This design comes from an exercise in tuning for small area on the open sky130 flow, not from production work.
Function not checked in this run: the RTL went through the layout flow alone.
Power and IR drop assume default switching activity.

<file path="config.mk">
export PLATFORM = sky130hd
export DESIGN_NAME = APB
export DESIGN_NICKNAME = APB
export VERILOG_FILES = /design/flow/design.v
export SDC_FILE = /design/flow/constraint.sdc
export NUM_CORES = 4
export LEC_CHECK = 0
export CAP_MARGIN = 20
export CORE_MARGIN = 2
export CORE_UTILIZATION = 40
export SLEW_MARGIN = 20
</file>
<file path="constraint.sdc">
create_clock -name core_clock -period 10.0 [get_ports {PCLK}]
set_input_delay 2.0000 -clock core_clock [delete_from_list [all_inputs] [get_ports {PCLK}]]
set_output_delay 2.0000 -clock core_clock [all_outputs]
set_load 0.01 [all_outputs]
</file>
<file path="design.v">
module transmitter(tx_en, data, clk, rst, arst_n, done, busy, tx);
input tx_en, rst, arst_n, clk;
input [7:0] data;
output reg done, busy, tx;
reg bit_select;
reg [13:0] counter;
reg [9:0] shift_reg;
reg [3:0] bit_counter;
always @(posedge clk or negedge arst_n) begin
    if (!arst_n) begin
        counter  <= 14'd0;
        bit_select <= 1'b0;
    end 
    else if (rst) begin
        counter  <= 14'd0;
        bit_select <= 1'b0;
    end 
    else begin
        if (counter == 14'd10416) begin  
            counter  <= 14'd0;
            bit_select <= 1'b1;
        end 
        else begin
            counter <= counter + 14'd1;
            bit_select <= 1'b0;
        end
    end
end
always @(posedge clk or negedge arst_n) begin 
    if (~arst_n) begin
        bit_counter <= 0;
        shift_reg   <= 0;
        busy        <= 0;
        done        <= 0;
    end
    else if (rst) begin
        bit_counter <= 0;
        shift_reg   <= 0; 
        busy        <= 0;
        done        <= 0;
    end
    else begin 
        if (tx_en && ~done) begin  
            bit_counter <= 0;
            shift_reg   <= {1'b1, data , 1'b0};
            busy        <= 1;
        end 
        else if (busy && bit_select) begin 
            if (bit_counter == 4'd9) begin 
                bit_counter <= 0;
                busy <= 0;
                done <= 1;  
            end 
            else begin
                bit_counter <= bit_counter + 1;
                shift_reg <= shift_reg >> 1;   
            end
        end
    end
end
always @(posedge clk or negedge arst_n) begin 
    if (~arst_n)
        tx <= 1;
    else if (rst) 
        tx <= 1;
    else begin 
        if (busy)
            case (bit_counter[3:0])
                4'd0 : tx <= 0;  
                4'd1, 4'd2, 4'd3, 4'd4, 4'd5, 4'd6, 4'd7, 4'd8 :  tx <= shift_reg [0];
                4'd9 : tx <= 1;  
                default : tx <= 1;  
            endcase
    end
end
endmodule 
module receiver(RX, rx_en, clk, rst, arst_n, done, err, data, busy);
parameter IDLE  = 3'b000;
parameter START = 3'b001;
parameter DATA  = 3'b010;
parameter ERR   = 3'b011;
parameter DONE  = 3'b100;
parameter DIVISOR = 10416; 
input RX, rx_en, clk, rst, arst_n;
output reg done, busy, err;
output reg [7:0] data;
reg Edge_detec;
reg RX_prev;
reg [13:0] counter ;  
reg baud_tick;
reg [3:0] bit_counter;  
reg [2:0] cs, ns;
reg [14:0] start_count;  
always @(posedge clk or negedge arst_n) begin 
    if(~arst_n) 
        cs <= IDLE;
    else if(rst)
        cs <= IDLE;
    else  
        cs <= ns;
end
always @(posedge clk or negedge arst_n) begin
    if (!arst_n) begin
        start_count <= 0;
    end 
    else if (rst) begin
        start_count <= 0;
    end 
    else if (cs == IDLE && ns == START) begin
    start_count <= (DIVISOR >> 1);  
    end
    else if (cs == START && start_count > 0) begin
        start_count <= start_count - 1;  
    end 
end
always @(*) begin
    case (cs)
        IDLE : begin
            if (rst) ns = IDLE;
            else if(Edge_detec && rx_en) ns = START;
            else ns = IDLE;
        end
        START : if(start_count == 0) ns = DATA;
                else ns = START;
        DATA : if (bit_counter == 4'd8 && baud_tick) begin
                   if (RX == 1) ns = DONE;    
                   else ns = ERR;             
               end 
               else ns = DATA;
        DONE  : ns = IDLE;
        ERR   : ns = IDLE;
        default : ns = IDLE;
    endcase
end
always @(posedge clk or negedge arst_n) begin 
    if (~arst_n) begin
        Edge_detec <= 0;
        RX_prev <= 1;    
    end
    else if(rst) begin 
        Edge_detec <= 0;
        RX_prev <= 1; 
    end
    else begin 
        RX_prev <= RX;
        Edge_detec <= (RX_prev == 1 && RX ==0);  
    end
end
always @(posedge clk or negedge arst_n) begin 
    if(~arst_n) begin
        counter <= 14'b0;
        baud_tick <= 0;
    end
    else if (rst) begin
        counter <= 14'b0;
        baud_tick <= 0;
    end
    else if(cs == DATA) begin 
        if (counter == 0) begin
            counter <= DIVISOR - 1;  
            baud_tick <= 1;  
        end
        else begin 
            counter <= counter - 1;
            baud_tick <= 0;
        end
    end
    else begin 
        counter <= DIVISOR -1;  
        baud_tick <= 0;
    end 
end
always @(posedge clk or negedge arst_n) begin 
    if(~arst_n) begin
        bit_counter <= 4'b0;
        data <= 8'b0;
    end
    else if(rst) begin
        bit_counter <= 4'b0;
        data <= 8'b0;
    end
    else if(cs == DATA && baud_tick) begin
        if (bit_counter < 4'd8) begin  
             data <= {RX, data[7:1]};
             bit_counter <= bit_counter + 1;
        end
    end
    else if (cs == IDLE) begin
        bit_counter <= 0;
    end
end
always @(posedge clk or negedge arst_n) begin
    if (!arst_n) begin
        busy <= 0;
        done <= 0;
        err  <= 0;
    end 
    else if (rst) begin
        busy <= 0;
        done <= 0;
        err  <= 0;
    end 
    else if(cs == IDLE) begin
        busy <= 0;
    end
    else begin
        busy <= (cs == START || cs == DATA);
        done <= (cs == DONE);
        err  <= (cs == ERR);
    end
end
endmodule
module APB(
    PCLK, PRESETn, PADDR, PSEL, PENABLE, PWRITE, PWDATA, PRDATA, PREADY
);
parameter IDLE  = 2'b00;
parameter WRITE = 2'b01;
parameter READ  = 2'b10;
input  PCLK;               
input  PRESETn;            
input  [31:0] PADDR;       
input  PSEL;               
input  PENABLE;            
input  PWRITE;             
input  [31:0] PWDATA;      
output reg [31:0] PRDATA;  
output reg PREADY;         
reg [1:0] cs, ns;
wire tx;
reg [31:0] CTRL_REG ;    
wire [31:0] STATS_REG;    
reg [31:0] TX_DATA;      
wire [31:0] RX_DATA;      
wire rx_busy, rx_done, rx_err;
wire tx_busy, tx_done;
wire [7:0] rx_data;
transmitter TX(
   .clk(PCLK),
   .arst_n(PRESETn),
   .rst(CTRL_REG[2]),
   .tx_en(CTRL_REG[3]),
   .busy(tx_busy),
   .done(tx_done),
   .data(TX_DATA[7:0]),
   .tx(tx)
);
receiver RX(
   .clk(PCLK),
   .arst_n(PRESETn),
   .rx_en(CTRL_REG[0]), 
   .rst(CTRL_REG[1]),
   .busy(rx_busy),
   .done(rx_done),
   .err(rx_err),
   .data(rx_data),
   .RX(tx)
);
assign STATS_REG[31:5] = 'b0;
assign STATS_REG[0] = tx_busy;
assign STATS_REG[1] = tx_done;
assign STATS_REG[2] = rx_busy;
assign STATS_REG[3] = rx_done;
assign STATS_REG[4] = rx_err;
assign RX_DATA [31:8] = 'b0;
assign RX_DATA[7:0] = rx_data;
always @(posedge PCLK or negedge PRESETn) begin 
    if (~PRESETn)
        cs <= IDLE;
    else  
        cs <= ns;
end
always @(*) begin 
    ns = cs;
    PREADY = 0;
    case (cs)
        IDLE: begin
            PREADY = 0;
            if (PENABLE && PSEL && PWRITE) 
                ns = WRITE;
            else if (PENABLE && PSEL && !PWRITE)
                ns = READ;
        end
        WRITE: begin
            ns = IDLE;
            PREADY = 1;
        end
        READ : begin
            ns = IDLE;
            PREADY = 1;
        end
        default : ns = IDLE;
    endcase
end
always @(posedge PCLK or negedge PRESETn) begin
    if (~PRESETn) begin
        CTRL_REG <= 0;
        TX_DATA  <= 0;
        PRDATA   <= 0;
    end else begin
        case (cs)
            WRITE: begin
                case (PADDR)
                    32'd0: CTRL_REG <= PWDATA;
                    32'd2: TX_DATA  <= PWDATA;
                endcase
            end
        endcase
        if (cs == IDLE && PENABLE && PSEL && !PWRITE) begin
                case (PADDR)
                    32'd0: PRDATA <= CTRL_REG;
                    32'd1: PRDATA <= STATS_REG;
                    32'd2: PRDATA <= TX_DATA;
                    32'd3: PRDATA <= RX_DATA;
                endcase
        end
    end
end
endmodule
</file>
<file path="run.sh">
#!/bin/bash
# synth_recipe.tcl (not shown) runs the flow's synth.tcl, then flattens the netlist and writes it again
# the make line also repeats each setting of config.mk as NAME=value (left out here)
make -C /OpenROAD-flow-scripts/flow DESIGN_CONFIG=/design/flow/config.mk WORK_HOME=/design/flow/orfs CLKGATE_MAP_FILE= SYNTH_SCRIPT=/design/flow/synth_recipe.tcl finish
</file>
==> impl_metrics.json <==
{
  "cts_sinks": 180,
  "start_kind": "primary input",
  "diodes": 0,
  "clk_path_buf_depth": 2,
  "place.gp.congestion": 0.7964,
  "path_clk_slew_ns": 0.07,
  "cp-end-kind": "register",
  "syn_to_final_growth_pct": 22.50,
  "synth_top_family_by_area": "multiplexers",
  "htree_levels": 4,
  "cts_setup_buffers": 0,
  "critPathMaxFanout": 35,
  "fin_skew_ns": 0.006407,
  "p_leak_uw": 0.004693,
  "multi_input_area_um2": 3739,
  "fillers": 1826,
  "async_flop_share_pct": 100.0,
  "p_per_area_nw_per_um2": 146.6,
  "fp.coreArea_um2": 20890,
  "synth_fp_nets": 790,
  "track_usage_pct": 17.21,
  "drtIter0Drc": 281,
  "top_regs": "CTRL_REG x32, PRDATA x32, TX_DATA x32",
  "slowest_stage": "nor4_4",
  "cts_root_buf": "clkbuf_16",
  "slew_violations": 0,
  "ys_seq_elements": 180,
  "syn_area_per_cell_um2": 11.90,
  "cp_cell_sequence": "clkdlybuf4s50_1 -> buf_4 -> nor2_1 -> nand2_1 -> nor4_4 -> buf_4 -> mux2_2",
  "io_buffers": 101,
  "synth_compound_area_share_pct": 9.141,
  "synthXorXnorAreaFrac_pct": 2.481,
  "rsz0062_at_grt": "no",
  "initial_core_util_pct": 40.56,
  "grt_pass1_vias": 6102,
  "layout-drive-gt1-share_pct": 18.59,
  "fp.dieArea_um2": 22360,
  "numCtsBuffers": 17,
  "synthSimpleGateAreaFrac_pct": 14.09,
  "r2r_start": "cs[1]",
  "ys_types": 63,
  "final_util_pct": 49.69,
  "dp_cells": 1065,
  "finalSetupViolCount": 0,
  "r2r_slack_ns": 7.45,
  "reg2reg_depth": 6,
  "grt_pass1_wl_um": 30710,
  "drv_cap": 0,
  "crit_end": "CTRL_REG[0]",
  "routed_wl_um": 18700,
  "row_count": 53,
  "ys_seq_area_share_pct": 53.19,
  "layout_min_cycle_time_ns": 4.720,
  "startpoint": "PADDR[0]",
  "synthMuxAreaShare_pct": 17.09,
  "synth_top_area_share_pct": 52.57,
  "vias": 5857,
  "syn_area_um2": 8473,
  "cts_hold_buf": 0,
  "hpwl_um": 12870,
  "fin_setup_tns_ns": 0,
  "min_from": "RX.RX_prev",
  "cts_tree": "done",
  "required_ns": 10.31,
  "gr-total-overflow": 0,
  "synth_edf_count": 0,
  "pin_count": 102,
  "final_hold_viol_count": 0,
  "layout.cells.non_filler": 1098,
  "yosys_warnings": 3,
  "outcome": "timing/DRC/antenna clean",
  "fmax_ghz": 0.2119,
  "grt_max_degree": 102,
  "synthTopCellsByArea": "dfrtp_1 53%, mux2_2 9.6%, mux2_4 3.5%",
  "period_share_pct": 47.20,
  "cp.arrival_ns": 5.03,
  "drcViolationCount": 0,
  "die_y_um": 149.5,
  "fin_nets": 888,
  "crit_top_cell": "buf_4",
  "max-slew-margin-rel_pct": 31.14,
  "worst_pin_slew_ns": 1.025,
  "die_w_um": 149.5,
  "post_drt_wl_per_cell_um": 17.03,
  "worstHoldPathType": "register to register",
  "antenna_found_initial": 0,
  "drt_pass1_iterations": 5,
  "postSynthCellCount": 712,
  "cts_resized": 0,
  "vias_per_cell": 5.334,
  "synth-main-ff-cell": "dfrtp_1",
  "crit_type": "primary input to register",
  "irDropWorstVdd_v": 0.00008266,
  "synth_top_area_cell": "dfrtp_1",
  "ant_nets": 0,
  "synth_fa_ha_area_share_pct": 1.329,
  "r2r_end": "TX_DATA[12]",
  "clock_latency_ns": 0.43,
  "cpPeakStageDelay_ns": 0.80,
  "final-seq-area_um2": 4507
}
cells in the final DEF (no fill, tap or decap), drive strengths merged, types with 8 or more instances in the layout:
master | netlist | final
a21oi | 23 | 23
a22o | 12 | 12
a2bb2oi | 8 | 8
buf | 12 | 8
clkbuf | 17 | 19
clkdlybuf4s50 | 0 | 99
dfrtp | 178 | 178
ha | 9 | 9
inv | 25 | 29
mux2 | 97 | 97
mux2i | 28 | 28
nand2 | 34 | 34
nand3 | 14 | 14
nand4 | 12 | 12
nor2 | 64 | 64
nor2b | 8 | 8
nor3 | 17 | 17
nor4 | 18 | 18
o21ai | 20 | 20
or4 | 9 | 9
xnor2 | 13 | 13
xor2 | 11 | 11
cell type report:
cell class                      instances  share of cell area (%)
Multi-Input combinational cell        478                   36.02
Clock inverter                         14                   1.905
Timing Repair Buffer                  108                   10.31
Inverter                               25                  0.9040
Sequential cell                       180                   43.42
Clock buffer                           18                   4.135
Tap cell                              275                   3.315
cells in the mapped netlist (4+ instances only):
cell	n
nor4_2	5
clkbuf_1	17
nand3b_1	5
nor2b_1	8
nor2_1	64
mux2_2	72
a31oi_1	6
inv_1	25
mux2_1	5
or4_1	8
a2bb2oi_1	8
o31ai_1	6
nor4_1	10
o21ai_0	20
xnor2_1	13
a221oi_1	6
o41ai_1	7
nand2_1	32
nor3_1	17
mux2i_1	28
dfrtp_1	178
xor2_1	11
a22o_1	12
mux2_4	20
nand4_1	11
nand2b_1	4
a21oi_1	23
ha_1	9
nand3_1	14
buf_2	8
worst max-delay path: cells and delay by family:
kind	cells	cell delay (ns)
multiplexers	1	0.38
buffers and inverters	3	1.10
AND/OR/NAND/NOR	3	1.53
through the flow:
stage / hold slack (ns) / worst slack [ns] / power, uW / cell area, um2
finish: 0.4618 / 5.280 / 1522 / 10380
global route: 0.4860 / 5.096 / 1570 / 10380
CTS: 0.4634 / 5.237 / 1534 / 10360
detailed placement: 0.4537 / 4.795 / 822.0 / 9736
global placement: 0.4528 / 4.937 / 819.6 / 9736
floorplan: 0.4476 / 6.242 / 766.9 / 8473
cells by family (layout without fill, tap and decap cells):
family / count (synthesis) / count (layout)
AOI/OAI and AO/OA: 110 / 110
xor gates and xnor gates: 24 / 24
adders and majority gates: 9 / 9
buffers and inverters: 54 / 165
DFF: 180 / 180
muxes: 125 / 125
and+or+nand+nor: 210 / 210
per-layer routing:
layer	global-route usage, %	vias up	wire (um)	part of all wire (%)
met3	2.896	17	691	3.7
li1	-	2810	-	-
met5	0	-	0	0
met1	23.24	2916	8862	47
met4	5.333	0	242	1.3
met2	28.44	114	8906	48
how the worst min path moves through the flow:
stage / to / slack (ns) / depth (start not counted)
after floorplan: RX.Edge_detec / 0.45 / 2
after global routing: RX.Edge_detec / 0.49 / 2
final: RX.Edge_detec / 0.46 / 2
after global placement: RX.Edge_detec / 0.45 / 2
after CTS: RX.Edge_detec / 0.46 / 2
after detailed placement: RX.Edge_detec / 0.45 / 2
power breakdown:
| group | internal [uW] | switching (uW) |
|---|---|---|
| Clock | 422 | 293 |
| Combinational | 37.1 | 38.3 |
| Sequential | 730 | 1.63 |

==> port drivers added, routing unchanged <==
In the flow no input, the clock included, has a driving cell. The finished layout below was timed again as built, in two steps.
Step 1 (the two cells are an assumption about what drives the block):
set clk [get_ports {PCLK}]
set_driving_cell -lib_cell sky130_fd_sc_hd__clkbuf_16 $clk
set_driving_cell -lib_cell sky130_fd_sc_hd__buf_2 [delete_from_list [all_inputs] $clk]
Step 2 also shifts input and output timing later by t, the mid clock arrival at the registers, as if the neighbouring blocks saw the same clock.
Three values: ideal, step 1, step 2; two values: the first two.
shift t [ns]: 0.465
setup WS [ns]: 5.280 / 5.298 / 4.833
worst setup path after step 2: input to register
worst register clock-pin slew, ns: 0.07 / 0.07
cell pins on the clock port's net: 1
After both steps setup and hold are still met in this run. For this run, drivers alone change the setup slack by +0.018 ns; drivers and shift together by -0.447 ns.
